Background: an optimization exercise with open tools, aiming at small area and a short achievable clock period. Do not read the settings as production practice.
Function was checked by simulation only, so behaviour that the tests miss may differ from the original.

==> lagoon: inputs <==
Design rotational_cordic, start of the top module:
module rotational_cordic (
  output logic data_out_rot,
  output logic [15:0] xprime,
  output logic [15:0] yprime,
  input logic [15:0] x,
  input logic [15:0] y,
  input logic [15:0] theta,
  input logic clk, reset, start
);
Settings: LEC_CHECK=0, CAP_MARGIN=20, CORE_MARGIN=2, CORE_UTILIZATION=40, SLEW_MARGIN=20; clock period 13.0 ns.
run.sh (not shown) runs the stock make flow with config.mk's settings and CLKGATE_MAP_FILE= SYNTH_SCRIPT=/design/flow/synth_recipe.tcl, a recipe that flattens the netlist after the stock synthesis.
==> inputs of harbor, as changes to lagoon <==
==> flow/flow/run.sh (new file) <==
#!/bin/bash
set -euo pipefail
export BUFFER_PORTS_ARGS="-buffer_cell sky130_fd_sc_hd__buf_2"
export SETUP_SLACK_MARGIN=9.4
bash standard.sh finish > standard.log 2>&1
==> flow/standard.sh (new file) <==
#!/bin/bash
# synth_recipe.tcl (not shown) runs the flow's synth.tcl, then flattens the netlist and writes it again
# the make line also repeats each setting of config.mk as NAME=value (left out here)
make -C /OpenROAD-flow-scripts/flow DESIGN_CONFIG=/design/flow/config.mk WORK_HOME=/design/flow/orfs CLKGATE_MAP_FILE= SYNTH_SCRIPT=/design/flow/synth_recipe.tcl "${@:-finish}"
CORE_UTILIZATION = 65   (was 40)
removed: flow/run.sh
==> inputs of amber, as changes to lagoon <==
==> flow/flow/run.sh (new file) <==
#!/bin/bash
set -euo pipefail
export BUFFER_PORTS_ARGS="-buffer_cell sky130_fd_sc_hd__buf_2"
export SETUP_SLACK_MARGIN=9.4
bash standard.sh finish > standard.log 2>&1
==> flow/standard.sh (new file) <==
#!/bin/bash
# synth_recipe.tcl (not shown) runs the flow's synth.tcl, then flattens the netlist and writes it again
# the make line also repeats each setting of config.mk as NAME=value (left out here)
make -C /OpenROAD-flow-scripts/flow DESIGN_CONFIG=/design/flow/config.mk WORK_HOME=/design/flow/orfs CLKGATE_MAP_FILE= SYNTH_SCRIPT=/design/flow/synth_recipe.tcl "${@:-finish}"
removed: flow/run.sh
==> qor summary <==
Result of the run: amber finished clean; lagoon finished clean; harbor finished clean
Rows: amber 127; lagoon 127; harbor 99
Non-Clock Buffer Area Fraction: amber 0.01207; lagoon 0.01831; harbor 0.01191
Total of cells resized after clock tree synthesis: amber 14; lagoon 0; harbor 3
Total Die Area: amber 122900 um2; lagoon 122900 um2; harbor 76120 um2
Die Ht: amber 350.6 um; lagoon 350.6 um; harbor 275.9 um
Total vias in the final route: amber 30020; lagoon 29910; harbor 30210
Routability-driven placement congestion ratio: amber 0.8346; lagoon 0.8270; harbor 0.8512
Area Overhead vs Synth: amber 12.39%; lagoon 13.21%; harbor 10.62%
Total iterations of the first detailed-routing run: amber 6; lagoon 4; harbor 15
Critical R2R Launch: amber x16[4]$_DFF_P_; lagoon t4[15]$_DFF_P_; harbor y16[7]$_DFF_P_
Share of the cycle needed by the critical path after routing: amber 0.2882; lagoon 0.3164; harbor 0.2861

---

==> inputs of build 23 <==
rotational_cordic again, from the RTL that the note above started with.
export LEC_CHECK = 0
export CAP_MARGIN = 20
export CORE_MARGIN = 2
export CORE_UTILIZATION = 65
export CTS_CLUSTER_DIAMETER = 45
export CTS_CLUSTER_SIZE = 32
export SLEW_MARGIN = 20
create_clock -name core_clock -period 13.0 [get_ports {clk}]
standard.sh (not shown) runs the stock make flow with config.mk's settings and CLKGATE_MAP_FILE= SYNTH_SCRIPT=/design/flow/synth_recipe.tcl, a recipe that flattens the netlist after the stock synthesis.
==> flow/flow/run.sh <==
#!/bin/bash
set -euo pipefail
export BUFFER_PORTS_ARGS="-buffer_cell sky130_fd_sc_hd__buf_2"
export SETUP_SLACK_MARGIN=9.4
bash standard.sh finish > standard.log 2>&1
==> trial 16: changes against build 23 <==
CTS_CLUSTER_DIAMETER = 60   (was 45)
CTS_CLUSTER_SIZE = 25   (was 32)
==> flow_summary.ini <==
[layout]
multi_input_area_share = 0.538
fin_area_um2 = 53500

[sta]
layout_worst_path_cycle_share = 0.288
timing.hold.ws_ns = 0.320
tightest_slew_ns = 1.08

[hold_path]
hold_end = t9[2]

[status]
status = timing/DRC/antenna clean

[drt]
vias = 30400
drtIter0Drc = 1155

[setup_path]
critPathMaxStageDelay_ns = 0.37
-- figures above: build 23

==> flow_summary.ini <==
[hold_path]
hold_end = t9[1]

[layout]
fin_area_um2 = 52300
multi_input_area_share = 0.549

[setup_path]
critPathMaxStageDelay_ns = 0.38

[drt]
routed_wl_mm = 85.9
vias = 30000

[sta]
layout_worst_path_cycle_share = 0.285
timing.hold.ws_ns = 0.312
tightest_slew_ns = 1.07

[clocking]
cts_tree = yes

[status]
status = timing/DRC/antenna clean
-- figures above: trial 16

[re-timing with driven ports]
The results above use ideal ports. As a check the final layouts listed here were re-extracted and re-timed, cells and wires unchanged.
Step 1, drivers: a clkbuf_16 drives clk and a buf_2 each remaining input, both assumed.
Step 2, shift: input delay + t, output delay - t, t = (earliest + latest rising clock arrival at the registers) / 2. This alone moves slack from input paths to output paths.
Slacks: no drivers / after step 1 / after step 2; pairs: no drivers / after step 1.
run | t, ns | setup slack, ns | worst setup path at the end
lagoon | 0.737 | 8.887 / 8.819 / 9.426 | register to register
harbor | 0.697 | 9.281 / 9.211 / 9.617 | register to register
amber | 0.764 | 9.253 / 9.183 / 9.682 | register to register
build 23 | 0.706 | 9.262 / 9.195 / 9.639 | register to register
trial 16 | 0.672 | 9.289 / 9.221 / 9.636 | register to register
After both steps every run listed still meets setup and hold.
